This is an optimization exercise on Yosys and OpenROAD, whose aim is small area, not a production implementation. The RTL was checked by simulation tests, not by an equivalence proof against the original design. Power figures rest on the tool's default switching activity, not on a simulated workload.

[flow/run.sh]
#!/bin/bash
# synth_recipe.tcl (not shown) runs the flow's synth.tcl, then flattens the netlist and writes it again
# the make line also repeats each setting of config.mk as NAME=value (left out here)
make -C /OpenROAD-flow-scripts/flow DESIGN_CONFIG=/design/flow/config.mk WORK_HOME=/design/flow/orfs CLKGATE_MAP_FILE= SYNTH_SCRIPT=/design/flow/synth_recipe.tcl finish
[flow/config.mk]
export PLATFORM = sky130hd
export DESIGN_NAME = mtm_Alu
export DESIGN_NICKNAME = mtm_Alu
export VERILOG_FILES = /design/flow/design.v
export SDC_FILE = /design/flow/constraint.sdc
export NUM_CORES = 4
export LEC_CHECK = 0
export CAP_MARGIN = 20
export CORE_MARGIN = 2
export CORE_UTILIZATION = 40
export CTS_BUF_LIST = sky130_fd_sc_hd__clkbuf_8
export SLEW_MARGIN = 20
[flow/constraint.sdc]
create_clock -name core_clock -period 8.0 [get_ports {clk}]
set_input_delay 1.6000 -clock core_clock [delete_from_list [all_inputs] [get_ports {clk}]]
set_output_delay 1.6000 -clock core_clock [all_outputs]
set_load 0.01 [all_outputs]
[flow/design.v]
module mtm_Alu (
    input  wire clk,    
    input  wire rst_n,  
    input  wire sin,    
    output wire sout    
);
reg  [3:0]  bc;
reg  [3:0]  pc;
reg  [1:0]  cd;       
reg  [3:0]  lf;       
reg  [3:0]  M;
reg  [31:0] X;
reg  [31:0] H;        
wire busy  = pc[3] & pc[2];
wire pc8   = pc[3] & !pc[2];
wire bc10  = (bc == 4'd10);
wire ferr  = !busy && ((bc == 4'd1 && (pc8 ? !sin : sin)) || (bc10 && !sin));
wire pay   = !busy && bc >= 4'd2 && bc <= 4'd9;
wire ldr   = !busy && pc8 && bc10;               
wire ldh   = (pc == 4'd13) && bc[0];             
reg         c16;
wire        arith = M[2];
wire        sub   = M[0];
wire [31:0] yb    = H ^ {32{sub}};
wire [32:0] cc;
wire [31:0] sum;
assign cc[0]  = sub;
genvar gi;
generate for (gi = 0; gi < 32; gi = gi + 1) begin : rca
    wire ci = (gi == 16) ? c16 : cc[gi];
    assign sum[gi]  = X[gi] ^ yb[gi] ^ ci;
    assign cc[gi+1] = (X[gi] & yb[gi]) | (X[gi] & ci) | (yb[gi] & ci);
end endgenerate
wire [31:0] R     = arith ? sum : (sub ? (X | H) : (X & H));
reg  [2:0] spc;
reg  [3:0] sbc;
reg  [2:0] oc;        
reg        z;        
wire spc4  = spc[2];
wire sidle = spc4 && bc10s;
wire bc10s = (sbc == 4'd10);
wire spay  = sbc >= 4'd2 && sbc <= 4'd9;
wire sdata = !spc4 && spay;
wire go    = sidle && (cd[1] || (cd[0] && (!M[3] || M == 4'b1010 || M == 4'b1100)));
wire cy    = c16 ^ sub;
reg  obit;
always @* begin
    if (sbc == 4'd0) obit = 1'b0;
    else if (sbc == 4'd1) obit = spc4;
    else if (!spay) obit = 1'b1;
    else if (!spc4) obit = H[31];
    else if (sbc <= 4'd6) obit = M[3];
    else obit = oc[2];
end
assign sout = obit;
always @(posedge clk) begin
    if (!rst_n) begin
        bc <= 4'd0; pc <= 4'd0; cd <= 2'd0;
        spc <= 3'd4; sbc <= 4'd10;
    end else begin
        cd <= busy ? pc[1:0] : 2'd0;
        if (bc != 4'd0 || !sin) begin
            if (ferr) begin
                bc <= 4'd1; pc <= 4'd14;
            end else if (bc10) begin
                bc <= 4'd0;
                if (busy) pc <= 4'd0;
                else if (!pc8) pc <= pc + 4'd1;
                else if (lf == 4'd0) begin pc <= 4'd13; bc <= 4'd9; end
                else begin pc <= 4'd15; bc <= 4'd1; end
            end else bc <= bc + 4'd1;
        end
        if (go) begin
            sbc <= 4'd15;
            spc <= (cd[1] || M[3] || M[1]) ? 3'd4 : 3'd0;
        end else if (!sidle) begin
            if (bc10s) begin
                sbc <= 4'd0;
                spc <= spc + 3'd1;
            end else sbc <= sbc + 4'd1;
        end
    end
end
always @(posedge clk) begin
    if (pc == 4'd0 && bc < 4'd9)
        lf <= 4'd0;
    else if (pay) begin
        lf <= {lf[2:0], 1'b0} ^ (lf[3] ? 4'b0011 : 4'b0000) ^
              (((pc8 && bc == 4'd2) || sin) ? ((pc == 4'd4 && bc <= 4'd8) ? 4'b1111 : 4'b0011) : 4'b0000);
    end
    if (go) begin
        if (cd[1]) begin                                       
            M <= cd[0] ? 4'b1010 : 4'b1100;
            z <= !cd[0];
            oc <= cd[0] ? 3'b111 : 3'b101;
        end else if (M[3]) begin                               
            z <= M[2];
            oc <= M[2] ? 3'b101 : 3'b111;
        end else if (M[1]) begin                               
            M <= 4'b1001;
            z <= 1'b0;
            oc <= 3'b110;
        end else begin                                         
            M <= {1'b0, arith && cy, arith && !cy && H[31], arith};
            z <= arith && (sub ? cy : H[31]);
        end
    end else begin
        if (pay && pc8) begin
            if (bc <= 4'd5) M <= {M[2:0], sin};
            else if (M[3] && (sin != (bc == 4'd6 ? M[2] : bc == 4'd7 ? M[1] : bc == 4'd9)))
                M <= 4'b1000;
        end else if (spc4 && spay) M <= {M[2:0], z};
        else if (sdata) M[0] <= M[0] && !H[31];
        if (spc == 3'd0 && sbc == 4'd2) oc <= 3'd0;
        else if (spay) oc <= {oc[1:0], 1'b0} ^ ((oc[2] ^ obit) ? 3'b011 : 3'b000);
    end
    if (pay && pc[3:2] == 2'b00) X <= {X[30:0], sin};
    if (ldr) begin
        H[15:0] <= R[15:0];
        c16 <= cc[16];
    end else if (ldh) begin
        H[31:16] <= R[31:16];
        c16 <= cc[32];
    end else if ((pay && pc[3:2] == 2'b01) || sdata) H <= {H[30:0], sin};
end
endmodule
==> results of run 1 <==
-- how the worst min path moves through the flow --
stage / endpoint / slack [ns] / cells past startpoint
2_1_floorplan: X[10] / 0.46 / 0
3_3_place_gp: X[8] / 0.48 / 0
3_5_place_dp: X[6] / 0.47 / 0
4_1_cts: X[7] / 0.50 / 0
5_1_grt: X[6] / 0.51 / 0
6_report: X[7] / 0.49 / 0
-- worst register-to-register path, cell delays in order, from the launching register on --
cell	delay [ns]
edfxtp_1	0.52
buf_4	0.43
xnor2_1	0.16
fa_1	0.42
fa_1	0.39
fa_1	0.39
fa_1	0.40
fa_1	0.41
fa_1	0.41
fa_1	0.41
fa_1	0.40
fa_1	0.40
fa_1	0.39
fa_1	0.39
fa_1	0.41
fa_1	0.39
inv_1	0.08
fa_1	0.40
a21oi_1	0.16
o21ai_0	0.09
-- state kept, by name, indices dropped and copies added, names as in the netlist --
| register | count |
|---|---|
| H | 32 |
| M | 4 |
| X | 32 |
| bc | 4 |
| c16 | 1 |
| cd | 2 |
| lf | 4 |
| oc | 3 |
| pc | 4 |
| sbc | 4 |
| spc | 3 |
| z | 1 |
-- cell usage in the layout (no fill, tap or decap), drive strengths merged, types with 3 or more instances in the layout --
| cell type | Yosys | layout |
|---|---|---|
| nand3 | 6 | 6 |
| o22ai | 3 | 3 |
| ha | 6 | 6 |
| xnor2 | 33 | 33 |
| a31oi | 8 | 8 |
| mux2i | 9 | 9 |
| o21ai | 47 | 47 |
| fa | 31 | 31 |
| a211oi | 6 | 6 |
| nor2b | 6 | 6 |
| nand2 | 61 | 61 |
| or3 | 3 | 3 |
| nor2 | 53 | 53 |
| xor2 | 8 | 8 |
| buf | 10 | 7 |
| maj3 | 26 | 26 |
| a21o | 5 | 5 |
| nand3b | 3 | 3 |
| nor3 | 13 | 13 |
| dfxtp | 21 | 21 |
| nand2b | 3 | 3 |
| clkbuf | 25 | 9 |
| and3 | 7 | 7 |
| edfxtp | 73 | 73 |
| clkinv | 0 | 3 |
| clkdlybuf4s50 | 0 | 3 |
| a21boi | 4 | 4 |
| a21oi | 45 | 45 |
| inv | 46 | 47 |
-- power groups by stage --
stage / Clock [µW] / Sequential (µW) / Combinational, µW
2_1_floorplan: 0 / 629 / 514
3_3_place_gp: 0 / 669 / 575
3_5_place_dp: 0 / 670 / 592
4_1_cts: 359 / 660 / 597
5_1_grt: 375 / 671 / 689
6_report: 345 / 660 / 593
-- stage by stage --
stage	util (%)	setup WS [ns]	power (µW)	hold WS, ns	instance area [µm²]
3_5_place_dp	42.03	0.7175	1263	0.4749	6108
5_1_grt	43.52	0.3012	1734	0.5080	6325
3_3_place_gp	42.03	0.8396	1244	0.4758	6108
6_report	43.52	0.6770	1598	0.4907	6325
4_1_cts	43.50	0.6869	1616	0.4960	6322
2_1_floorplan	-	0.6816	1144	0.4574	5941
-- final cells by class --
type,instances,share of cell area [%]
Tap cell,184,3.640
Timing Repair Buffer,10,1.306
Clock buffer,9,1.958
Clock inverter,7,1.424
Multi-Input combinational cell,418,47.64
Sequential cell,94,41.31
Inverter,46,2.730
-- cell families (layout without fill, tap and decap cells) --
kind of cell	after synthesis	after routing	synth area share [%]
muxes	11	11	1.896
buffers and inverters	81	72	5.434
DFF	94	94	43.98
xor gates and xnor gates	41	41	6.045
and+or+nand+nor	168	168	12.95
adders and majority gates	63	63	16.09
AOI/OAI and AO/OA	135	135	13.61
-- metal layers --
metal	global-route usage [%]	vias up	wire length, µm
li1	-	2019	-
met1	19.88	1964	5410
met2	23.66	89	5189
met3	4.078	13	436
met4	4.396	0	150
met5	0	-	0
==> impl_metrics.csv, run 1 <==
group,metric,value,unit
worst_setup_path,crit_buf_inv,2,
cts,clock_path_buffers,2,
finish,drive_above_1_share,5.822,%
drt,vias,4085,
yosys,synthArstFlopShare,0,%
drt,drt-initial-drc-count,298,
place,dp_cells,752,
timing,clock.fmax,0.1366,GHz
yosys,synth_top_area_share,36.90,%
floorplanning,die_h,125.9,µm
power,comb_power_share,37.1,%
yosys,yosys.area.top_type,"edfxtp_1",
floorplanning,coreArea,14530,µm²
worst_setup_path,path_cells,"buf_4 -> xnor2_1 -> fa_1 -> fa_1 -> fa_1 -> fa_1 -> fa_1 -> fa_1 -> fa_1 -> fa_1 -> fa_1 -> fa_1 -> fa_1 -> fa_1 -> fa_1 -> inv_1 -> fa_1 -> a21oi_1 -> o21ai_0",
cts,hold_buffers,0,
finish,diodes,0,
finish,finalNonFillerCells,768,
yosys,synthCells,593,
finish,multi_input_area,3013,µm²
worst_setup_path,reg2reg_slack,0.68,ns
place,numPortBuffers,3,
worst_setup_path,r2r-end,"H[15]",
power,clkPwrFrac,21.6,%
yosys,syn_nets,633,
worst_setup_path,end_kind,"flop",
timing,period_share,91.54,%
drt,drcViolationCount,0,
yosys,syn_area,5941,µm²
power,p_sw,572.5,µW
cts,cts_max_level,3,
cts,cts_tree,"built",
cts,root_buffer,"clkbuf_8",
timing,maxSlewViolCount,0,
drt,viasPerCell,5.319,
finish,nFillCells,1411,
power,switching_share,35.82,%
global_route,grt_max_degree,54,
drt,ant_nets,0,
worst_setup_path,startpoint,"M[0]",
global_route,antenna_found_initial,0,
cts,cts_buffers,9,
yosys,syn_avg_cell_area,10.02,µm²
worst_setup_path,rr_worst_depth,19,
timing,maxSlewHeadroom,43.97,%
floorplanning,std_cell_rows,44,
yosys,yosys_warnings,1,
job,cap_violations,0,
hold_path,hold_class,"flop to flop",
timing,finalHoldViolCount,0,
floorplanning,dieWidth,125.9,µm
worst_setup_path,cp_top_family,"adder cells",
worst_setup_path,cp_max_fo,30,
timing,tightest_slew,0.8392,ns
yosys,synthTopCellsByCount,"73 x edfxtp_1, 61 x nand2_1, 53 x nor2_1",
yosys,ys_types,59,
place,gp_congestion,0.8110,
worst_setup_path,slowest_delay,0.52,ns
worst_setup_path,crit_arrival,7.42,ns
worst_setup_path,start_kind,"flop",
yosys,yosysSeqAreaShare,43.98,%
worst_setup_path,cp.depth,19,
floorplanning,dieArea,15840,µm²
floorplanning,initial_core_util,40.87,%
place,dp_hpwl,7529,µm
run_status,status,"timing/DRC/antenna clean",
timing,rsz0062_at_grt,"false",
cts,clk_latency,0.38,ns
timing,skew,0.01250,ns
cts,cts_setup_buffers,0,
global_route,grt_pass1_wl,19340,µm
hold_path,min_from,"X[6]",
worst_setup_path,cpMostUsedCell,"fa_1",
worst_setup_path,cp_slowest_cell,"edfxtp_1",
worst_setup_path,r2r-start,"M[0]",
drt,routed_wl,11190,µm
cts,clk_pin_slew,0.10,ns
global_route,grt_util_all_layers,14.82,%
drt,detail_route.first_pass.iterations,5,
worst_setup_path,path_class,"flop to flop",
yosys,synth_area_leaders,"edfxtp_1 37%, fa_1 10%, dfxtp_1 7.1%",
timing,setup_viol,0,
worst_setup_path,critPathRequiredTime,8.10,ns
yosys,synth_most_common_cell,"edfxtp_1",
yosys,yosys_register_bits,94,
power,power.density,252.7,nW/µm²
power,irDropWorstVdd,0.1399,mV
floorplanning,io_pins,4,
cts,cts-resized-gates,0,
finish,seq_area,2613,µm²
global_route,grt_pass1_vias,4047,
worst_setup_path,critPathCapture,"H[15]",
global_route,grt_overflow,0,
drt,post_drt_wl_per_cell,14.57,µm
timing,min_period,7.323,ns
power,leakagePower,0.002387,µW
power,p_int,1026,µW
finish,syn2layout_area_growth,6.466,%
yosys,synth_edf_count,73,
power,p_seq_share,41.3,%
timing,setup_tns,0,ns
yosys,synth_ff_type,"edfxtp_1",
finish,final_net_count,619,
cts,cts.sinks,94,
==> inputs of run 2 (changes only) <==
--- a/flow/design.v
+++ b/flow/design.v
@@ -17,20 +17,28 @@
 wire ferr  = !busy && ((bc == 4'd1 && (pc8 ? !sin : sin)) || (bc10 && !sin));
 wire pay   = !busy && bc >= 4'd2 && bc <= 4'd9;
-wire ldr   = !busy && pc8 && bc10;               
-wire ldh   = (pc == 4'd13) && bc[0];             
-reg         c16;
+reg         c8;
 wire        arith = M[2];
 wire        sub   = M[0];
-wire [31:0] yb    = H ^ {32{sub}};
-wire [32:0] cc;
-wire [31:0] sum;
-assign cc[0]  = sub;
+wire [1:0]  ck    = {bc[3], bc[0]};                  
+wire        ldc   = pay && pc8 && bc >= 4'd6;
+reg  [7:0]  xa, ha;
+always @* begin
+    case (ck)
+        2'd0: begin xa = X[7:0];   ha = H[7:0];   end
+        2'd1: begin xa = X[15:8];  ha = H[15:8];  end
+        2'd2: begin xa = X[23:16]; ha = H[23:16]; end
+        default: begin xa = X[31:24]; ha = H[31:24]; end
+    endcase
+end
+wire [7:0]  yb    = ha ^ {8{sub}};
+wire [8:0]  cc;
+wire [7:0]  sum;
+assign cc[0] = (ck == 2'd0) ? sub : c8;
 genvar gi;
-generate for (gi = 0; gi < 32; gi = gi + 1) begin : rca
-    wire ci = (gi == 16) ? c16 : cc[gi];
-    assign sum[gi]  = X[gi] ^ yb[gi] ^ ci;
-    assign cc[gi+1] = (X[gi] & yb[gi]) | (X[gi] & ci) | (yb[gi] & ci);
+generate for (gi = 0; gi < 8; gi = gi + 1) begin : rca
+    assign sum[gi]  = xa[gi] ^ yb[gi] ^ cc[gi];
+    assign cc[gi+1] = (xa[gi] & yb[gi]) | (xa[gi] & cc[gi]) | (yb[gi] & cc[gi]);
 end endgenerate
-wire [31:0] R     = arith ? sum : (sub ? (X | H) : (X & H));
+wire [7:0]  R     = arith ? sum : (sub ? (xa | ha) : (xa & ha));
 reg  [2:0] spc;
 reg  [3:0] sbc;
@@ -43,5 +51,5 @@
 wire sdata = !spc4 && spay;
 wire go    = sidle && (cd[1] || (cd[0] && (!M[3] || M == 4'b1010 || M == 4'b1100)));
-wire cy    = c16 ^ sub;
+wire cy    = c8 ^ sub;
 reg  obit;
 always @* begin
@@ -116,10 +124,12 @@
     end
     if (pay && pc[3:2] == 2'b00) X <= {X[30:0], sin};
-    if (ldr) begin
-        H[15:0] <= R[15:0];
-        c16 <= cc[16];
-    end else if (ldh) begin
-        H[31:16] <= R[31:16];
-        c16 <= cc[32];
+    if (ldc) begin
+        case (ck)
+            2'd0: H[7:0]   <= R;
+            2'd1: H[15:8]  <= R;
+            2'd2: H[23:16] <= R;
+            default: H[31:24] <= R;
+        endcase
+        c8 <= cc[8];
     end else if ((pay && pc[3:2] == 2'b01) || sdata) H <= {H[30:0], sin};
 end
==> run 2 against run 1 <==
  * Still clean
  * Combinational power is 55% lower
  * Flip-flop and latch count stayed put
  * Clock power is 13% lower
  * Non-clock buffer count is 1 lower
  * Sequential power is 3.2% lower
  * Global-route usage is 0.95 points higher
  * Highest routed layer unchanged
==> impl_metrics.csv, run 2 <==
group,metric,value,unit
yosys,yosysSeqAreaShare,50.36,%
worst_setup_path,cpMostUsedCell,"fa_1",
power,irDropWorstVdd,0.08062,mV
worst_setup_path,r2r-start,"bc[0]",
finish,final_cell_mix,"82 x nand2_1, 73 x edfxtp_1, 25 x nor2_1, 24 x inv_1, 24 x a21oi_1",
floorplanning,die_h,117.9,µm
yosys,syn_nets,484,
worst_setup_path,startpoint,"bc[0]",
yosys,syn_area,5187,µm²
timing,setup_tns,0,ns
cts,root_buffer,"clkbuf_8",
cts,cts_setup_buffers,0,
worst_setup_path,cp_slowest_cell,"dfxtp_2",
power,leakagePower,0.002009,µW
floorplanning,dieWidth,117.9,µm
cts,cts-resized-gates,0,
run_status,status,"timing/DRC/antenna clean",
cts,cts_max_level,3,
yosys,yosys.area.top_type,"edfxtp_1",
timing,skew,0.01228,ns
drt,drcViolationCount,0,
drt,detail_route.first_pass.iterations,5,
yosys,synthTopCellsByCount,"82 x nand2_1, 73 x edfxtp_1, 25 x nor2_1",
yosys,synthArstFlopShare,0,%
global_route,grt_max_degree,43,
yosys,syn_avg_cell_area,11.06,µm²
worst_setup_path,path_cells,"mux4_1 -> xnor2_1 -> fa_1 -> fa_1 -> fa_1 -> fa_1 -> fa_1 -> fa_1 -> fa_1 -> fa_1 -> inv_1 -> a21oi_1 -> o21ai_2 -> nand2_1",
drt,routed_wl,10500,µm
floorplanning,io_pins,4,
finish,reg_top3,"H: 32 flops, X: 32 flops",
worst_setup_path,cp_max_fo,32,
timing,tightest_slew,1.022,ns
drt,post_drt_wl_per_cell,16.48,µm
finish,syn2layout_area_growth,6.126,%
timing,setup_viol,0,
hold_path,hold_class,"flop to flop",
worst_setup_path,reg2reg_slack,2.32,ns
timing,maxSlewHeadroom,31.44,%
drt,viasPerCell,5.496,
worst_setup_path,slowest_delay,0.94,ns
yosys,synth_most_common_cell,"nand2_1",
cts,cts_tree,"built",
global_route,antenna_found_initial,0,
yosys,synthCells,469,
global_route,grt_pass1_vias,3374,
yosys,yosys_register_bits,94,
worst_setup_path,end_kind,"flop",
yosys,synth_top_area_share,42.26,%
worst_setup_path,crit_arrival,5.81,ns
floorplanning,initial_core_util,41.11,%
global_route,grt_overflow,0,
drt,drt-initial-drc-count,310,
timing,clock.fmax,0.1761,GHz
finish,finalNonFillerCells,637,
floorplanning,std_cell_rows,41,
timing,finalHoldViolCount,0,
cts,hold_buffers,0,
drt,vias,3501,
cts,clock_path_buffers,2,
cts,clk_latency,0.38,ns
worst_setup_path,r2r-end,"H[15]",
worst_setup_path,critPathCapture,"H[15]",
floorplanning,dieArea,13900,µm²
timing,rsz0062_at_grt,"false",
cts,clk_pin_slew,0.10,ns
timing,period_share,71.00,%
cts,cts.sinks,94,
yosys,synth_ff_type,"edfxtp_1",
yosys,yosys_warnings,1,
global_route,grt_util_all_layers,15.77,%
floorplanning,coreArea,12620,µm²
global_route,grt_pass1_wl,17480,µm
yosys,synth_edf_count,73,
power,power.density,219.6,nW/µm²
worst_setup_path,rr_worst_depth,14,
place,gp_congestion,0.8067,
finish,drive_above_1_share,13.76,%
worst_setup_path,start_kind,"flop",
job,cap_violations,0,
place,dp_cells,621,
finish,final_net_count,475,
yosys,ys_types,69,
yosys,synth_area_leaders,"edfxtp_1 42%, dfxtp_1 8.1%, mux4_2 6.1%",
worst_setup_path,critPathRequiredTime,8.13,ns
worst_setup_path,path_class,"flop to flop",
finish,final_common_cell,"nand2_1",
cts,cts_buffers,9,
timing,min_period,5.680,ns
timing,maxSlewViolCount,0,
place,dp_hpwl,7143,µm
place,numPortBuffers,3,
drt,ant_nets,0,
finish,diodes,0,
-- run 2: cell types whose count changed after synthesis, moves of 7 or more --
cell and delta:
a21oi_1 -21, inv_1 -22, mux4_2 +14, o21ai_2 +8, nand2_1 +21, maj3_2 +7, xnor2_1 -22, clkbuf_1 -10
maj3_1 -25, o21ai_1 +8, nor2_1 -28, fa_1 -23, o21ai_0 -36
-- run 2: kinds of logic (layout without fill, tap and decap cells) --
kind of cell | after synthesis | in the layout | synth area share, %
flops | 94 | 94 | 50.36
buf+inv | 55 | 51 | 5.089
mux | 22 | 22 | 8.297
xor+xnor | 17 | 17 | 2.870
compound gates | 99 | 99 | 13.00
simple gates | 162 | 162 | 14.62
fa+ha+maj | 20 | 20 | 5.765
-- run 2: metal layers --
layer | up-vias | wire [µm] | global-route usage (%)
li1 | 1700 | - | -
met1 | 1720 | 5122 | 22.77
met2 | 63 | 4797 | 23.47
met3 | 18 | 375 | 3.391
met4 | 0 | 205 | 5.497
met5 | - | 0 | 0
-- run 2: per-stage QoR --
stage	power [µW]	setup slack, ns	hold WS (ns)	cell area [µm²]	util (%)
floorplan	865.4	3.199	0.4172	5187	-
detailed placement	915.9	2.348	0.4311	5325	42.20
CTS	1216	2.347	0.4552	5505	43.62
global placement	912.1	2.410	0.4306	5325	42.20
global route	1281	2.025	0.4628	5505	43.62
finish	1209	2.320	0.4539	5505	43.62
-- run 2: final cells by class --
cell class,instances,area (µm²)
timing repair buffer,9,75.07
inverter,26,97.59
sequential,94,2614
clock inverter,7,56.30
multi-input combinational,320,2323
clock buffer,9,123.9
tap,172,215.2
fill,1189,7114
-- run 2: worst max-delay path: cells and delay by family, from the launching register on --
family	cells	cell delay (ns)
buffers and inverters	1	0.06
AND/OR/NAND/NOR	1	0.08
XOR/XNOR	1	0.17
flip-flops	1	0.94
AO/OA/AOI/OAI	2	0.21
multiplexers	1	0.70
adder cells (fa/ha/maj)	8	3.28
-- run 2: where the power goes --
part	switching (µW)	total, µW	leakage [µW]	internal (µW)
Combinational	145	269	0.00108	124
Clock	183	301	0.0000953	118
Sequential	67.1	639	0.000833	572
Total	396	1210	0.00201	813
-- run 2: worst min path at each step --
stage | start | end | slack (ns) | cells past startpoint
floorplan | X[11] | X[12] | 0.42 | 0
global placement | X[29] | X[30] | 0.43 | 0
detailed placement | X[28] | X[29] | 0.43 | 0
CTS | X[28] | X[29] | 0.46 | 0
global route | X[28] | X[29] | 0.46 | 0
finish | X[28] | X[29] | 0.45 | 0
==> inputs of run 3 (changes only) <==
--- a/flow/design.v
+++ b/flow/design.v
@@ -112,4 +112,5 @@
             M <= {1'b0, arith && cy, arith && !cy && H[31], arith};
             z <= arith && (sub ? cy : H[31]);
+            oc <= {H[31], 2'b00};
         end
     end else begin
@@ -120,6 +121,5 @@
         end else if (spc4 && spay) M <= {M[2:0], z};
         else if (sdata) M[0] <= M[0] && !H[31];
-        if (spc == 3'd0 && sbc == 4'd2) oc <= 3'd0;
-        else if (spay) oc <= {oc[1:0], 1'b0} ^ ((oc[2] ^ obit) ? 3'b011 : 3'b000);
+        if (spay) oc <= {oc[1:0], 1'b0} ^ ((oc[2] ^ obit) ? 3'b011 : 3'b000);
     end
     if (pay && pc[3:2] == 2'b00) X <= {X[30:0], sin};
==> flow/flow/run.sh (new file) <==
#!/bin/bash
set -euo pipefail
cd "$(dirname "$0")/.."
rm -rf scripts_area
cp -r "$FLOW_HOME/scripts" scripts_area
cp flow/abc_area.script scripts_area/abc_area.script
export SCRIPTS_DIR="$PWD/scripts_area"
export CTS_ARGS="-sink_clustering_enable -repair_clock_nets -buf_list sky130_fd_sc_hd__clkbuf_8 -dont_use_dummy_load"
bash standard.sh > standard_flow.log 2>&1
==> flow/flow/abc_area.script (new file) <==
strash
&get -n
&deepsyn -T 30
&put
dch -f
amap
==> flow/standard.sh (new file) <==
#!/bin/bash
# synth_recipe.tcl (not shown) runs the flow's synth.tcl, then flattens the netlist and writes it again
# the make line also repeats each setting of config.mk as NAME=value (left out here)
make -C /OpenROAD-flow-scripts/flow DESIGN_CONFIG=/design/flow/config.mk WORK_HOME=/design/flow/orfs CLKGATE_MAP_FILE= SYNTH_SCRIPT=/design/flow/synth_recipe.tcl "${@:-finish}"
--- a/flow/config.mk
+++ b/flow/config.mk
@@ -6,4 +6,5 @@
 export NUM_CORES = 4
 export LEC_CHECK = 0
+export ABC_AREA = 1
 export CAP_MARGIN = 20
 export CORE_MARGIN = 2
removed: flow/run.sh
==> run 3 against run 2 <==
  * Still clean on timing, DRC and antenna
  * Power is 15% lower
  * Core utilization grew 1.2 points
  * Worst hold slack worse by 0.015 ns
  * Design area decreased by 11%
  * Cell count shrank 7.2%
  * Via count down 0.94%
  * Critical path type unchanged
  * Critical endpoint is now H[31]
==> impl_metrics.csv, run 3 <==
group,metric,value,unit
timing,rsz0062_at_grt,"false",
drt,ant_nets,0,
worst_setup_path,slowest_delay,0.69,ns
timing,skew,0.04528,ns
worst_setup_path,rr_worst_depth,15,
worst_setup_path,cp_top_family,"adder cells",
place,numPortBuffers,3,
cts,cts_max_level,3,
yosys,synth_top_area_share,48.86,%
yosys,synthCells,432,
yosys,yosys_register_bits,94,
power,p_int,734.1,µW
cts,cts_setup_buffers,0,
timing,finalHoldViolCount,0,
finish,multi_input_area,1623,µm²
floorplanning,die_h,109.9,µm
finish,final_cell_mix,"73 x edfxtp_1, 69 x clkinv_1, 64 x nor2_1, 56 x o21ai_0, 27 x o22ai_1",
cts,hold_buffers,0,
worst_setup_path,r2r-start,"bc[3]",
drt,drcViolationCount,0,
drt,viasPerCell,5.868,
place,dp_hpwl,7723,µm
global_route,grt_overflow,0,
power,clkPwrFrac,24.6,%
drt,vias,3468,
worst_setup_path,end_kind,"flop",
global_route,grt_max_degree,46,
finish,reg_top3,"H: 32 flops, X: 32 flops",
floorplanning,dieArea,12080,µm²
floorplanning,io_pins,4,
worst_setup_path,crit_buf_inv,2,
timing,fin_hold_ws,0.4388,ns
timing,maxSlewViolCount,0,
floorplanning,std_cell_rows,38,
yosys,yosys_warnings,1,
yosys,synth_area_leaders,"edfxtp_1 49%, dfxtp_1 9.4%, o21ai_0 6.4%",
yosys,syn_area,4487,µm²
worst_setup_path,critPathRequiredTime,8.07,ns
finish,nFillCells,1019,
drt,drt-initial-drc-count,437,
run_status,status,"timing/DRC/antenna clean",
yosys,syn_nets,446,
job,cap_violations,0,
worst_setup_path,cp_max_fo,13,
cts,cts_buffers,9,
yosys,synthTopCellsByCount,"73 x edfxtp_1, 69 x clkinv_1, 65 x nor2_1",
timing,maxSlewHeadroom,34.85,%
hold_path,whs_path_depth,0,
timing,clock.fmax,0.1538,GHz
finish,diodes,0,
floorplanning,coreArea,10890,µm²
hold_path,min_from,"X[27]",
place,gp_congestion,0.9251,
global_route,grt_pass1_wl,17220,µm
cts,cts-resized-gates,0,
yosys,syn_avg_cell_area,10.39,µm²
power,power.density,209.8,nW/µm²
drt,detail_route.first_pass.iterations,5,
floorplanning,dieWidth,109.9,µm
power,p_seq_share,58.8,%
worst_setup_path,r2r-end,"H[31]",
power,leakagePower,0.001540,µW
cts,root_buffer,"clkbuf_8",
timing,period_share,81.26,%
yosys,synth_most_common_cell,"edfxtp_1",
cts,cts_tree,"built",
power,irDropWorstVdd,0.09043,mV
worst_setup_path,path_class,"flop to flop",
worst_setup_path,cp_slowest_cell,"nor2_1",
hold_path,min_to,"X[28]",
global_route,grt_util_all_layers,19.37,%
yosys,synth_ff_type,"edfxtp_1",
hold_path,hold_class,"flop to flop",
worst_setup_path,start_kind,"flop",
worst_setup_path,cpMostUsedCell,"fa_1",
timing,tightest_slew,0.9707,ns
yosys,synth_edf_count,73,
floorplanning,initial_core_util,41.21,%
timing,min_period,6.501,ns
yosys,yosys.area.top_type,"edfxtp_1",
yosys,synthArstFlopShare,0,%
worst_setup_path,reg2reg_slack,1.50,ns
finish,final_common_cell,"edfxtp_1",
finish,final_net_count,467,
cts,cts.sinks,94,
finish,syn2layout_area_growth,8.673,%
power,switching_share,28.23,%
worst_setup_path,crit_arrival,6.58,ns
drt,routed_wl,10830,µm
timing,setup_tns,0,ns
power,p_sw,288.7,µW
cts,clock_path_buffers,2,
yosys,ys_types,32,
timing,setup_viol,0,
cts,clk_latency,0.38,ns
power,comb_power_share,16.6,%
finish,seq_area,2613,µm²
yosys,yosysSeqAreaShare,58.23,%
global_route,antenna_found_initial,0,
finish,drive_above_1_share,3.991,%
drt,post_drt_wl_per_cell,18.32,µm
cts,clk_pin_slew,0.11,ns
global_route,grt_pass1_vias,3294,
worst_setup_path,path_cells,"clkinv_1 -> nor2_1 -> clkinv_1 -> o22ai_1 -> nor2_1 -> fa_1 -> fa_1 -> fa_1 -> fa_1 -> fa_1 -> fa_1 -> fa_1 -> fa_1 -> a31oi_1 -> o21ai_0",
[run 3: final cells by class]
type / count / area share [%]
Inverter: 69 / 5.312
Timing Repair Buffer: 10 / 1.694
Tap cell: 140 / 3.593
Clock buffer: 9 / 2.540
Sequential cell: 94 / 53.58
Multi-Input combinational cell: 269 / 33.28
[run 3: logic make-up after synthesis]
kind of cell             after synthesis  synth area share, %
AO/OA/AOI/OAI                        148                21.19
adder cells (fa/ha/maj)               11                4.406
buffers and inverters                 69                5.772
flip-flops                            94                58.23
AND/OR/NAND/NOR                      110                10.40
[run 3: through the flow]
step           util, %  instances  power, µW  setup slack, ns  cell area (µm²)
2_1_floorplan        -        432      721.2            2.541             4487
3_3_place_gp     43.65        582      772.7            1.967             4752
3_5_place_dp     43.65        582      778.9            1.683             4752
4_1_cts          44.78        591       1027            1.634             4876
5_1_grt          44.78        591       1071            1.247             4876
6_report         44.78        591       1023            1.499             4876
[run 3: worst max-delay path by stage]
stage                     start     to  slack, ns  depth (start not counted)
after global routing      bc[0]  H[31]       1.25                         15
after global placement    bc[3]  H[31]       1.97                         15
after CTS                 bc[3]  H[31]       1.63                         15
after floorplan           bc[0]  H[15]       2.54                         17
final                     bc[3]  H[31]       1.50                         15
after detailed placement  bc[3]  H[31]       1.68                         15
[run 3: power by group through the flow]
stage / sequential [µW] / combinational [µW] / clock, µW
after floorplan: 601 / 120 / 0
after global placement: 612 / 161 / 0
after CTS: 601 / 168 / 258
after detailed placement: 611 / 168 / 0
after global routing: 606 / 190 / 276
final: 601 / 170 / 252
[run 3: metal layers]
layer  up-vias  part of all wire, %  track usage, %
li1       1653                    -               -
met1      1646                   45           27.70
met2       155                   45           28.70
met3        14                  7.9           3.853
met4         0                  1.9           7.957
met5         -                    0               0
==> inputs of run 4 (changes only) <==
--- a/flow/flow/run.sh
+++ b/flow/flow/run.sh
@@ -7,3 +7,4 @@
 export SCRIPTS_DIR="$PWD/scripts_area"
 export CTS_ARGS="-sink_clustering_enable -repair_clock_nets -buf_list sky130_fd_sc_hd__clkbuf_8 -dont_use_dummy_load"
+export BUFFER_PORTS_ARGS="-buffer_cell sky130_fd_sc_hd__buf_1"
 bash standard.sh > standard_flow.log 2>&1
==> run 4 against run 3 <==
  * Sequential share of layout area grew 0.29 points
  * Combinational power shrank 2%
  * Register-to-register slack is essentially flat
  * Critical path type unchanged
==> impl_metrics.csv, run 4 <==
group,metric,value,unit
timing,maxSlewViolCount,0,
yosys,synth_most_common_cell,"edfxtp_1",
timing,setup_viol,0,
worst_setup_path,critPathRequiredTime,8.10,ns
floorplanning,initial_core_util,41.21,%
power,comb_power_share,16.3,%
floorplanning,dieWidth,109.9,µm
finish,nFillCells,1033,
global_route,grt_pass1_vias,3298,
timing,maxSlewHeadroom,35.20,%
yosys,yosysSeqAreaShare,58.23,%
floorplanning,std_cell_rows,38,
timing,skew,0.01698,ns
floorplanning,io_pins,4,
cts,clk_latency,0.37,ns
worst_setup_path,end_kind,"flop",
yosys,synth_ff_type,"edfxtp_1",
timing,min_period,6.509,ns
timing,finalHoldViolCount,0,
yosys,synth_top_area_share,48.86,%
timing,fin_hold_ws,0.4492,ns
hold_path,hold_class,"flop to flop",
yosys,synth_area_leaders,"edfxtp_1 49%, dfxtp_1 9.4%, o21ai_0 6.4%",
worst_setup_path,cp_max_fo,13,
global_route,grt_util_all_layers,19.37,%
global_route,antenna_found_initial,0,
drt,post_drt_wl_per_cell,18.16,µm
power,p_int,731.3,µW
job,cap_violations,0,
floorplanning,dieArea,12080,µm²
yosys,synth_compound_area_share,21.19,%
cts,hold_buffers,0,
worst_setup_path,crit_arrival,6.61,ns
cts,cts_max_level,3,
yosys,yosys.area.top_type,"edfxtp_1",
place,numPortBuffers,3,
finish,final_net_count,466,
yosys,synth_edf_count,73,
yosys,yosys_warnings,1,
drt,drt-initial-drc-count,307,
place,gp_congestion,0.8638,
cts,cts-resized-gates,0,
yosys,synthAdderAreaFrac,4.406,%
global_route,grt_pass1_wl,17300,µm
floorplanning,coreArea,10890,µm²
power,p_seq_share,59.1,%
finish,diodes,0,
yosys,syn_nets,446,
power,switching_share,27.99,%
run_status,status,"timing/DRC/antenna clean",
cts,cts_setup_buffers,0,
global_route,grt_max_degree,46,
finish,reg_top3,"H: 32 flops, X: 32 flops",
timing,period_share,81.36,%
global_route,grt_overflow,0,
yosys,synthCells,432,
finish,syn2layout_area_growth,8.087,%
worst_setup_path,path_class,"flop to flop",
floorplanning,die_h,109.9,µm
finish,drive_above_1_share,3.778,%
drt,vias,3462,
finish,fin_util,44.54,%
place,dp_hpwl,7763,µm
drt,drcViolationCount,0,
cts,cts.sinks,94,
yosys,synthTopCellsByCount,"73 x edfxtp_1, 69 x clkinv_1, 65 x nor2_1",
yosys,synthSimpleGateAreaFrac,10.40,%
drt,detail_route.first_pass.iterations,5,
drt,viasPerCell,5.868,
cts,clk_pin_slew,0.09,ns
timing,tightest_slew,0.9656,ns
yosys,synth_top_family_by_area,"compound AO/OA/AOI/OAI gates",
worst_setup_path,start_kind,"flop",
finish,final_cell_mix,"73 x edfxtp_1, 69 x clkinv_1, 64 x nor2_1, 55 x o21ai_0, 27 x o22ai_1",
yosys,ys_types,32,
cts,root_buffer,"clkbuf_8",
cts,cts_buffers,9,
drt,ant_nets,0,
cts,clock_path_buffers,2,
yosys,synthMuxAreaShare,0,%
drt,routed_wl,10710,µm
finish,final_common_cell,"edfxtp_1",
timing,clock.fmax,0.1536,GHz
power,irDropWorstVdd,0.1203,mV
power,clkPwrFrac,24.6,%
yosys,yosys_register_bits,94,
timing,setup_tns,0,ns
yosys,synth-xor-area-share,0,%
power,p_sw,284.3,µW
timing,rsz0062_at_grt,"false",
yosys,synthArstFlopShare,0,%
yosys,syn_area,4487,µm²
power,leakagePower,0.001525,µW
yosys,syn_avg_cell_area,10.39,µm²
cts,cts_tree,"built",
power,power.density,209.4,nW/µm²
-- run 4: cell count changes in the layout (fill, tap and decap cells not counted), sizes merged --
| cell | delta |
|---|---|
| buf | +2 |
| clkdlybuf4s50 | -3 |
-- run 4: power by group through the flow --
stage	sequential (µW)	clock, µW	combinational (µW)
3_3_place_gp	611	0	162
2_1_floorplan	601	0	120
3_5_place_dp	611	0	165
4_1_cts	601	254	166
6_report	600	250	166
5_1_grt	605	273	189
-- run 4: metal layers --
| metal | track usage, % | vias to the layer above | wire length (µm) |
|---|---|---|---|
| met3 | 5.157 | 11 | 699 |
| li1 | - | 1645 | - |
| met1 | 27.97 | 1697 | 5113 |
| met4 | 5.787 | 0 | 116 |
| met5 | 0 | - | 0 |
| met2 | 28.44 | 109 | 4785 |
-- run 4: final timing paths --
path / start / end / slack (ns) / depth (start not counted)
setup / recovery: bc[3] / H[31] / 1.49 / 15
hold / removal: X[30] / X[31] / 0.45 / 0
setup reg to reg: bc[3] / H[31] / 1.49 / 15
hold reg to reg: X[30] / X[31] / 0.45 / 0
-- run 4: cell type report --
class	count	area (µm²)	share of cell area (%)
Inverter	69	259.0	5.341
Multi-Input combinational cell	269	1623	33.46
Clock buffer	9	123.9	2.554
Timing Repair Buffer	9	56.30	1.161
Sequential cell	94	2613	53.87
Tap cell	140	175.2	3.612
-- run 4: kinds of logic after synthesis --
logic type / Yosys count
buffers and inverters: 69
AOI/OAI and AO/OA: 148
and+or+nand+nor: 110
adders and majority gates: 11
DFF: 94
-- run 4: stage by stage --
stage,setup slack [ns],area [µm²],cells,power [µW]
detailed placement,1.634,4726,581,776.5
global placement,1.843,4726,581,773.0
finish,1.491,4850,590,1016
CTS,1.572,4850,590,1021
floorplan,2.541,4487,432,721.2
global route,1.159,4850,590,1068
-- run 4: worst max-delay path, cell delays in order (launching register included) --
cell	delay (ns)
dfxtp_1	0.57
clkinv_1	0.18
nor2_1	0.73
clkinv_1	0.62
o22ai_1	0.32
nor2_1	0.12
fa_1	0.47
fa_1	0.40
fa_1	0.42
fa_1	0.40
fa_1	0.39
fa_1	0.39
fa_1	0.39
fa_1	0.44
a31oi_1	0.28
o21ai_0	0.14
==> inputs of run 5 (changes only) <==
--- a/flow/config.mk
+++ b/flow/config.mk
@@ -7,7 +7,7 @@
 export LEC_CHECK = 0
 export ABC_AREA = 1
-export CAP_MARGIN = 20
+export CAP_MARGIN = 0
 export CORE_MARGIN = 2
 export CORE_UTILIZATION = 40
 export CTS_BUF_LIST = sky130_fd_sc_hd__clkbuf_8
-export SLEW_MARGIN = 20
+export SLEW_MARGIN = 0
==> run 5 against run 4 <==
  * Routed wire length stayed put
  * Via count stayed put
  * Highest routed layer unchanged
  * Sequential power hardly changed
  * Cell count stayed put
==> impl_metrics.csv, run 5 <==
group,metric,value,unit
run_status,status,"timing/DRC/antenna clean",
hold_path,hold_class,"flop to flop",
drt,drt-initial-drc-count,307,
drt,viasPerCell,5.868,
yosys,synth_ff_type,"edfxtp_1",
finish,finalNonFillerCells,590,
global_route,grt_max_degree,46,
drt,drcViolationCount,0,
cts,cts_buffers,9,
global_route,antenna_found_initial,0,
floorplanning,die_h,109.9,µm
timing,finalHoldViolCount,0,
finish,syn2layout_area_growth,8.087,%
yosys,synth_top_area_share,48.86,%
finish,final_cell_mix,"73 x edfxtp_1, 69 x clkinv_1, 64 x nor2_1, 55 x o21ai_0, 27 x o22ai_1",
worst_setup_path,end_kind,"flop",
worst_setup_path,start_kind,"flop",
global_route,grt_pass1_wl,17300,µm
cts,cts-resized-gates,0,
job,cap_violations,0,
hold_path,whs_path_depth,0,
floorplanning,initial_core_util,41.21,%
timing,maxSlewViolCount,0,
worst_setup_path,cp_max_fo,13,
drt,post_drt_wl_per_cell,18.16,µm
yosys,yosys_warnings,1,
place,gp_congestion,0.8638,
timing,post-route-worst-setup-slack,1.491,ns
yosys,yosys.area.top_type,"edfxtp_1",
worst_setup_path,cp_slowest_cell,"nor2_1",
place,numPortBuffers,3,
yosys,yosys_register_bits,94,
worst_setup_path,slowest_delay,0.73,ns
finish,diodes,0,
floorplanning,dieWidth,109.9,µm
cts,cts.sinks,94,
worst_setup_path,path_class,"flop to flop",
power,irDropWorstVdd,0.1203,mV
finish,reg_top3,"H: 32 flops, X: 32 flops",
global_route,grt_pass1_vias,3298,
yosys,synth_most_common_cell,"edfxtp_1",
worst_setup_path,cpMostUsedCell,"fa_1",
yosys,synthTopCellsByCount,"73 x edfxtp_1, 69 x clkinv_1, 65 x nor2_1",
floorplanning,coreArea,10890,µm²
finish,final_common_cell,"edfxtp_1",
timing,maxSlewHeadroom,35.20,%
timing,rsz0062_at_grt,"false",
cts,clk_pin_slew,0.09,ns
yosys,yosysSeqAreaShare,58.23,%
timing,period_share,81.36,%
power,finalPower,1016,µW
place,dp_hpwl,7763,µm
timing,skew,0.01698,ns
cts,cts_tree,"built",
yosys,syn_area,4487,µm²
drt,detail_route.first_pass.iterations,5,
hold_path,min_to,"X[31]",
global_route,grt_util_all_layers,19.37,%
timing,setup_tns,0,ns
worst_setup_path,r2r-end,"H[31]",
worst_setup_path,reg2reg_slack,1.49,ns
worst_setup_path,r2r-start,"bc[3]",
yosys,syn_avg_cell_area,10.39,µm²
finish,final_net_count,466,
worst_setup_path,critPathRequiredTime,8.10,ns
worst_setup_path,path_cells,"clkinv_1 -> nor2_1 -> clkinv_1 -> o22ai_1 -> nor2_1 -> fa_1 -> fa_1 -> fa_1 -> fa_1 -> fa_1 -> fa_1 -> fa_1 -> fa_1 -> a31oi_1 -> o21ai_0",
yosys,synth_edf_count,73,
finish,drive_above_1_share,3.778,%
power,power.density,209.4,nW/µm²
floorplanning,dieArea,12080,µm²
global_route,grt_overflow,0,
drt,ant_nets,0,
timing,clock.fmax,0.1536,GHz
power,leakagePower,0.001525,µW
timing,min_period,6.509,ns
place,dp_slack,1.634,ns
floorplanning,std_cell_rows,38,
drt,vias,3462,
cts,root_buffer,"clkbuf_8",
place,dp_cells,581,
hold_path,min_from,"X[30]",
yosys,synthArstFlopShare,0,%
worst_setup_path,crit_arrival,6.61,ns
timing,tightest_slew,0.9656,ns
cts,clock_path_buffers,2,
yosys,syn_nets,446,
yosys,ys_types,32,
cts,cts_max_level,3,
cts,hold_buffers,0,
yosys,synthCells,432,
timing,setup_viol,0,
finish,nFillCells,1033,
floorplanning,io_pins,4,
yosys,synth_area_leaders,"edfxtp_1 49%, dfxtp_1 9.4%, o21ai_0 6.4%",
drt,routed_wl,10710,µm
worst_setup_path,rr_worst_depth,15,
cts,clk_latency,0.37,ns
cts,cts_setup_buffers,0,
-- run 5: cell counts after synthesis --
Identical to the previous run, type by type.
-- run 5: layer usage --
| layer | share of wire, % | up-vias | GRT usage (%) |
|---|---|---|---|
| li1 | - | 1645 | - |
| met1 | 48 | 1697 | 27.97 |
| met2 | 45 | 109 | 28.44 |
| met3 | 6.5 | 11 | 5.157 |
| met4 | 1.1 | 0 | 5.787 |
| met5 | 0 | - | 0 |
-- run 5: through the flow --
| stage | util (%) | hold slack (ns) | instance area [µm²] |
|---|---|---|---|
| after floorplan | - | 0.4268 | 4487 |
| after CTS | 44.54 | 0.4511 | 4850 |
| final | 44.54 | 0.4492 | 4850 |
| after detailed placement | 43.40 | 0.4395 | 4726 |
| after global routing | 44.54 | 0.4590 | 4850 |
| after global placement | 43.40 | 0.4381 | 4726 |
-- run 5: worst max path at each step --
stage	start	end	slack [ns]
after detailed placement	bc[3]	H[31]	1.63
final	bc[3]	H[31]	1.49
after global routing	bc[3]	H[31]	1.16
after floorplan	bc[0]	H[15]	2.54
after global placement	bc[3]	H[15]	1.84
after CTS	bc[3]	H[31]	1.57
-- run 5: critical path: cells and delay by family, from the launching register on --
family	cells	cell delay, ns
adder cells (fa/ha/maj)	8	3.30
AND/OR/NAND/NOR	2	0.85
buffers and inverters	2	0.80
AO/OA/AOI/OAI	3	0.74
flip-flops	1	0.57
-- run 5: kinds of logic (layout without fill, tap and decap cells) --
kind of cell	Yosys count	after routing	share of synthesized area (%)
adder cells (fa/ha/maj)	11	11	4.406
AO/OA/AOI/OAI	148	148	21.19
flip-flops	94	94	58.23
AND/OR/NAND/NOR	110	110	10.40
buffers and inverters	69	87	5.772
-- run 5: power breakdown --
| part | total [µW] | switching, µW | internal, µW | leakage (µW) |
|---|---|---|---|---|
| Combinational | 166 | 108 | 58.1 | 0.000623 |
| Sequential | 600 | 27.9 | 572 | 0.000838 |
| Clock | 250 | 149 | 101 | 0.0000647 |
-- run 5: layout make-up --
cell class | instances | area, µm² | share of cell area, %
Clock buffer | 9 | 123.9 | 2.554
Inverter | 69 | 259.0 | 5.341
Timing Repair Buffer | 9 | 56.30 | 1.161
Sequential cell | 94 | 2613 | 53.87
Tap cell | 140 | 175.2 | 3.612
Multi-Input combinational cell | 269 | 1623 | 33.46
==> inputs of run 6 (changes only) <==
==> flow/flow/run.sh (replaced) <==
#!/bin/bash
set -euo pipefail
cd "$(dirname "$0")/.."
rm -rf scripts_area
cp -r "$FLOW_HOME/scripts" scripts_area
cp flow/abc_area.script scripts_area/abc_area.script
export SCRIPTS_DIR="$PWD/scripts_area"
bash standard.sh > standard_flow.log 2>&1
--- a/flow/config.mk
+++ b/flow/config.mk
@@ -7,7 +7,7 @@
 export LEC_CHECK = 0
 export ABC_AREA = 1
-export CAP_MARGIN = 0
+export CAP_MARGIN = 20
 export CORE_MARGIN = 2
 export CORE_UTILIZATION = 40
 export CTS_BUF_LIST = sky130_fd_sc_hd__clkbuf_8
-export SLEW_MARGIN = 0
+export SLEW_MARGIN = 20
==> run 6 against run 5 <==
  * Still clean on timing, DRC and antenna
  * Sequential power is essentially flat
  * Synthesized cell count is the same
  * Core utilization grew 1.1 points
  * Count of clock-buffer cells in the layout is the same
  * Largest cell class unchanged
  * Largest power group unchanged
  * Highest routed layer unchanged
==> impl_metrics.csv, run 6 <==
group,metric,value,unit
run_status,status,"timing/DRC/antenna clean",
drt,viasPerCell,5.809,
timing,setup_viol,0,
yosys,synth_most_common_cell,"edfxtp_1",
timing,min_period,6.474,ns
yosys,syn_area,4487,µm²
place,numPortBuffers,3,
timing,skew,0.01342,ns
global_route,grt_max_degree,46,
cts,clk_latency,0.38,ns
place,dp_hpwl,7723,µm
yosys,synthCells,432,
cts,hold_buffers,0,
hold_path,hold_class,"flop to flop",
global_route,grt_util_all_layers,19.40,%
timing,fin_hold_ws,0.4647,ns
place,dp_cells,582,
floorplanning,die_h,109.9,µm
cts,clk_pin_slew,0.11,ns
timing,rsz0062_at_grt,"false",
timing,setup_tns,0,ns
timing,finalHoldViolCount,0,
floorplanning,io_pins,4,
worst_setup_path,cpMostUsedCell,"fa_1",
worst_setup_path,critPathRequiredTime,8.11,ns
timing,period_share,80.93,%
yosys,syn_nets,446,
yosys,ys_types,32,
global_route,antenna_found_initial,0,
yosys,synthTopCellsByCount,"73 x edfxtp_1, 69 x clkinv_1, 65 x nor2_1",
floorplanning,dieWidth,109.9,µm
yosys,synth_ff_type,"edfxtp_1",
drt,vias,3474,
global_route,grt.met2_usage,28.75,%
global_route,grt_pass1_wl,17280,µm
finish,final_common_cell,"edfxtp_1",
drt,drt-initial-drc-count,443,
yosys,synth_top_area_share,48.86,%
yosys,synthArstFlopShare,0,%
yosys,yosys_warnings,1,
worst_setup_path,cp_max_fo,13,
power,power.density,223.9,nW/µm²
yosys,yosysSeqAreaShare,58.23,%
cts,cts_buffers,9,
floorplanning,coreArea,10890,µm²
place,dp_slack,1.683,ns
timing,tightest_slew,0.9837,ns
timing,maxSlewHeadroom,33.98,%
worst_setup_path,start_kind,"flop",
floorplanning,std_cell_rows,38,
worst_setup_path,path_cells,"clkinv_1 -> nor2_1 -> clkinv_1 -> o22ai_1 -> nor2_1 -> fa_1 -> fa_1 -> fa_1 -> fa_1 -> fa_1 -> fa_1 -> fa_1 -> fa_1 -> a31oi_1 -> o21ai_0",
place,gp_congestion,0.9251,
global_route,use_met3,3.142,%
global_route,grt-busiest-layer,"met2",
job,cap_violations,0,
drt,drcViolationCount,0,
drt,detail_route.first_pass.iterations,5,
worst_setup_path,reg2reg_slack,1.53,ns
finish,finalNonFillerCells,598,
finish,diodes,0,
floorplanning,dieArea,12080,µm²
drt,post_drt_wl_per_cell,18.08,µm
cts,cts_setup_buffers,0,
cts,clock_path_buffers,2,
finish,final_cell_mix,"73 x edfxtp_1, 69 x clkinv_1, 64 x nor2_1, 56 x o21ai_0, 27 x o22ai_1",
worst_setup_path,end_kind,"flop",
global_route,met1_usage,27.70,%
cts,cts-resized-gates,0,
yosys,yosys.area.top_type,"edfxtp_1",
cts,cts_tree,"built",
yosys,syn_avg_cell_area,10.39,µm²
worst_setup_path,slowest_delay,0.66,ns
cts,root_buffer,"clkbuf_8",
power,leakagePower,0.001584,µW
yosys,synth_edf_count,73,
timing,clock.fmax,0.1545,GHz
yosys,yosys_register_bits,94,
cts,cts_max_level,3,
global_route,grt_overflow,0,
power,irDropWorstVdd,0.1048,mV
drt,ant_nets,0,
worst_setup_path,cp_slowest_cell,"nor2_1",
yosys,synth_area_leaders,"edfxtp_1 49%, dfxtp_1 9.4%, o21ai_0 6.4%",
cts,cts.sinks,94,
worst_setup_path,path_class,"flop to flop",
finish,syn2layout_area_growth,10.74,%
timing,maxSlewViolCount,0,
worst_setup_path,crit_arrival,6.59,ns
global_route,grt_pass1_vias,3280,
finish,drive_above_1_share,5.459,%
timing,post-route-worst-setup-slack,1.526,ns
drt,routed_wl,10810,µm
finish,reg_top3,"H: 32 flops, X: 32 flops",
finish,final_net_count,467,
floorplanning,initial_core_util,41.21,%
==> run 6: cell count changes in the layout (fill, tap and decap cells not counted) <==
cell / delta
buf_1: -3
clkdlybuf4s50_1: +3
clkinv_4: +3
buf_4: +1
bufinv_16: +1
clkinv_8: +1
inv_6: +1
inv_8: +1
o21ai_0: +1
o21ai_1: -1
==> run 6: kinds of logic (layout without fill, tap and decap cells) <==
| logic type | after synthesis | in the layout | synth area share [%] |
|---|---|---|---|
| AOI/OAI and AO/OA | 148 | 148 | 21.19 |
| adders and majority gates | 11 | 11 | 4.406 |
| buffers and inverters | 69 | 95 | 5.772 |
| DFF | 94 | 94 | 58.23 |
| and+or+nand+nor | 110 | 110 | 10.40 |
==> run 6: final timing paths <==
| check | startpoint | cells past startpoint | to |
|---|---|---|---|
| setup / recovery | bc[3] | 15 | H[31] |
| hold reg to reg | X[27] | 0 | X[28] |
| hold / removal | X[27] | 0 | X[28] |
| setup reg to reg | bc[3] | 15 | H[31] |
==> run 6: through the flow <==
stage	utilization (%)	total power (µW)	cell area, µm²
detailed placement	43.65	778.9	4752
finish	45.63	1112	4969
global placement	43.65	772.7	4752
global route	45.63	1162	4969
CTS	45.63	1118	4969
floorplan	-	721.2	4487
==> run 6: area by class of cell <==
cell class	instances	area [µm²]
repair buffers	10	82.58
clock buffers	9	123.9
well taps	140	175.2
inverters	69	259.0
fillers	1006	5919
multi-input cells	269	1623
clock inverters	7	92.59
flip-flops and latches	94	2613
==> run 6: power breakdown <==
| group | leakage, µW | internal, µW | switching [µW] |
|---|---|---|---|
| combinational | 0.000638 | 60.6 | 109 |
| sequential | 0.000838 | 572 | 28.3 |
| clock | 0.000109 | 152 | 190 |
==> run 6: per-layer routing <==
| metal | routed length, µm | up-vias |
|---|---|---|
| met5 | 0 | - |
| met4 | 244 | 0 |
| met3 | 720 | 20 |
| met2 | 4903 | 154 |
| met1 | 4942 | 1643 |
| li1 | - | 1657 |
==> run 6: worst max-delay path, delay by kind of cell, from the launching register on <==
family	cells	cell delay, ns
fa+ha+maj	8	3.36
buf+inv	2	0.78
compound gates	3	0.75
simple gates	2	0.78
flops	1	0.57
==> inputs of run 7 (changes only) <==
--- a/flow/flow/run.sh
+++ b/flow/flow/run.sh
@@ -6,3 +6,4 @@
 cp flow/abc_area.script scripts_area/abc_area.script
 export SCRIPTS_DIR="$PWD/scripts_area"
+export CTS_ARGS="-sink_clustering_enable -repair_clock_nets -root_buf sky130_fd_sc_hd__clkbuf_8 -buf_list sky130_fd_sc_hd__clkbuf_4 -dont_use_dummy_load"
 bash standard.sh > standard_flow.log 2>&1
==> run 7 against run 6 <==
  * Still clean on timing, DRC and antenna
  * Synthesized area unchanged
  * Routed wire length is 0.18% higher
  * Count of clock-buffer cells in the layout is the same
  * Worst hold slack got worse by 0.026 ns
  * First-iteration DRC count decreased by 1.4%
  * Fmax down 0.41%
  * Sequential power is essentially flat
  * Combinational power about the same
  * Via count down 0.17%
  * Largest power group unchanged
==> impl_metrics.csv, run 7 <==
group,metric,value,unit
finish,drive_above_1_share,3.991,%
worst_setup_path,r2r-end,"H[31]",
place,dpl_cell_area,4752,µm²
drt,viasPerCell,5.868,
drt,vias,3468,
worst_setup_path,cp_max_fo,13,
place,dp_hpwl,7723,µm
drt,ant_nets,0,
cts,root_buffer,"clkbuf_8",
timing,clock.fmax,0.1538,GHz
drt,post_drt_wl_per_cell,18.32,µm
worst_setup_path,start_kind,"flop",
cts,clk_latency,0.38,ns
global_route,grt_pass1_vias,3294,
floorplanning,dieArea,12080,µm²
run_status,status,"timing/DRC/antenna clean",
yosys,syn_area,4487,µm²
floorplanning,initial_core_util,41.21,%
drt,routed.top_layer,"met4",
global_route,antenna_found_initial,0,
drt,dr_wl_met2,4852,µm
timing,tightest_slew,0.9707,ns
drt,routed_wl,10830,µm
yosys,synth_edf_count,73,
global_route,grt_util_all_layers,19.37,%
hold_path,whs_path_depth,0,
cts,cts_setup_buffers,0,
power,p_seq_share,58.8,%
drt,drt-initial-drc-count,437,
power,leakagePower,0.001540,µW
worst_setup_path,path_class,"flop to flop",
timing,maxSlewViolCount,0,
yosys,yosysSeqAreaShare,58.23,%
finish,final_cell_mix,"73 x edfxtp_1, 69 x clkinv_1, 64 x nor2_1, 56 x o21ai_0, 27 x o22ai_1",
timing,rsz0062_at_grt,"false",
job,cap_violations,0,
worst_setup_path,rr_worst_depth,15,
worst_setup_path,startpoint,"bc[3]",
worst_setup_path,crit_arrival,6.58,ns
finish,final_net_count,467,
power,irDropWorstVdd,0.09043,mV
global_route,grt_overflow,0,
timing,skew,0.04528,ns
power,comb_power_share,16.6,%
floorplanning,dieWidth,109.9,µm
global_route,grt_pass1_wl,17220,µm
cts,hold_buffers,0,
floorplanning,coreArea,10890,µm²
cts,clk_pin_slew,0.11,ns
yosys,yosys_warnings,1,
worst_setup_path,critPathCapture,"H[31]",
yosys,ys_types,32,
cts,cts_buffers,9,
yosys,syn_nets,446,
finish,diodes,0,
finish,reg_top3,"H: 32 flops, X: 32 flops",
timing,period_share,81.26,%
drt,drcViolationCount,0,
timing,setup_viol,0,
yosys,yosys.area.top_type,"edfxtp_1",
floorplanning,std_cell_rows,38,
worst_setup_path,critPathRequiredTime,8.07,ns
floorplanning,die_h,109.9,µm
floorplanning,io_pins,4,
power,switching_share,28.23,%
power,power.density,209.8,nW/µm²
power,p_int,734.1,µW
drt,detail_route.first_pass.iterations,5,
finish,final_common_cell,"edfxtp_1",
power,finalPower,1023,µW
cts,clock_path_buffers,2,
cts,cts-resized-gates,0,
power,p_sw,288.7,µW
finish,syn2layout_area_growth,8.673,%
yosys,syn_avg_cell_area,10.39,µm²
yosys,synth_top_area_share,48.86,%
timing,maxSlewHeadroom,34.85,%
yosys,synth_ff_type,"edfxtp_1",
timing,min_period,6.501,ns
cts,cts_max_level,3,
cts,cts.sinks,94,
drt,wl_met1,4906,µm
place,numPortBuffers,3,
place,gp_congestion,0.9251,
timing,setup_tns,0,ns
place,dp_slack,1.683,ns
timing,post-route-worst-setup-slack,1.499,ns
yosys,synth_area_leaders,"edfxtp_1 49%, dfxtp_1 9.4%, o21ai_0 6.4%",
yosys,synthArstFlopShare,0,%
cts,cts_tree,"built",
finish,final_area,4876,µm²
worst_setup_path,end_kind,"flop",
hold_path,hold_class,"flop to flop",
power,clkPwrFrac,24.6,%
global_route,grt_max_degree,46,
yosys,synthCells,432,
yosys,yosys_register_bits,94,
worst_setup_path,r2r-start,"bc[3]",
worst_setup_path,reg2reg_slack,1.50,ns
yosys,synthTopCellsByCount,"73 x edfxtp_1, 69 x clkinv_1, 65 x nor2_1",
yosys,synth_most_common_cell,"edfxtp_1",
timing,finalHoldViolCount,0,
drt,met3WireLength,858,µm
==> run 7: cell counts after synthesis <==
No cell type changed its count.
==> run 7: worst max-delay path, cell delays in order (launching register included) <==
cell and delay (ns):
dfxtp_1 0.56, clkinv_1 0.19, nor2_1 0.69, clkinv_1 0.58, o22ai_1 0.32, nor2_1 0.12
fa_1 0.47, fa_1 0.40, fa_1 0.40, fa_1 0.40, fa_1 0.39, fa_1 0.42
fa_1 0.41, fa_1 0.44, a31oi_1 0.29, o21ai_0 0.14
==> run 7: final cells by class <==
type	count	area [µm²]
flip-flops and latches	94	2613
multi-input cells	269	1623
well taps	140	175.2
fillers	1019	6012
inverters	69	259.0
clock buffers	9	123.9
repair buffers	10	82.58
==> run 7: kinds of logic (layout without fill, tap and decap cells) <==
group | count (synthesis) | count (layout) | share of synthesized area (%)
buffers and inverters | 69 | 88 | 5.772
DFF | 94 | 94 | 58.23
adders and majority gates | 11 | 11 | 4.406
and+or+nand+nor | 110 | 110 | 10.40
AOI/OAI and AO/OA | 148 | 148 | 21.19
==> run 7: how the worst min path moves through the flow <==
stage	start	to	slack (ns)
2_1_floorplan	X[0]	X[1]	0.43
3_3_place_gp	X[18]	X[19]	0.44
3_5_place_dp	X[3]	X[4]	0.44
4_1_cts	X[27]	X[28]	0.45
5_1_grt	X[27]	X[28]	0.45
6_report	X[27]	X[28]	0.44
==> run 7: metal layers <==
layer	vias up	track usage [%]
met4	0	7.957
met1	1646	27.70
li1	1653	-
met5	-	0
met3	14	3.853
met2	155	28.70
==> run 7: metrics by stage <==
| step | std cells | util [%] | hold slack, ns |
|---|---|---|---|
| 2_1_floorplan | 432 | - | 0.4268 |
| 3_3_place_gp | 582 | 43.65 | 0.4410 |
| 3_5_place_dp | 582 | 43.65 | 0.4400 |
| 4_1_cts | 591 | 44.78 | 0.4474 |
| 5_1_grt | 591 | 44.78 | 0.4463 |
| 6_report | 591 | 44.78 | 0.4388 |
==> run 7: power by group through the flow <==
stage	Sequential, µW	Clock (µW)	Combinational (µW)
2_1_floorplan	601	0	120
3_3_place_gp	612	0	161
3_5_place_dp	611	0	168
4_1_cts	601	258	168
5_1_grt	606	276	190
6_report	601	252	170

[afterwards: timing with drivers on the ports]
In the flow no input, the clock included, has a driving cell. The finished layouts below were timed again as built, in two steps. Step 1: set_driving_cell puts a clkbuf_16 on clk and a buf_2 on each other input, an assumption about the parent block. Step 2, shift: input delay + t, output delay - t, t = (earliest + latest rising clock arrival at the registers) / 2. This alone moves slack from input paths to output paths. Slacks: no drivers / after step 1 / after step 2; pairs: no drivers / after step 1.
| run | t, ns | setup slack, ns | hold WS [ns] | worst setup path after step 2 | pins driven straight from the clock port |
|---|---|---|---|---|---|
| run 1 | 0.407 | 0.677 / 0.677 / 0.677 | 0.491 / 0.491 / 0.491 | register to register | 1 |
| run 2 | 0.404 | 2.320 / 2.320 / 2.320 | 0.454 / 0.454 / 0.454 | register to register | 1 |
| run 3 | 0.398 | 1.499 / 1.499 / 1.499 | 0.439 / 0.439 / 0.439 | register to register | 1 |
| run 4 | 0.400 | 1.491 / 1.491 / 1.491 | 0.449 / 0.449 / 0.449 | register to register | 1 |
| run 5 | 0.400 | 1.491 / 1.491 / 1.491 | 0.449 / 0.449 / 0.449 | register to register | 1 |
| run 6 | 0.411 | 1.526 / 1.526 / 1.526 | 0.465 / 0.465 / 0.465 | register to register | 1 |
| run 7 | 0.398 | 1.499 / 1.499 / 1.499 | 0.439 / 0.439 / 0.439 | register to register | 1 |
After both steps setup and hold are still met in every run listed.
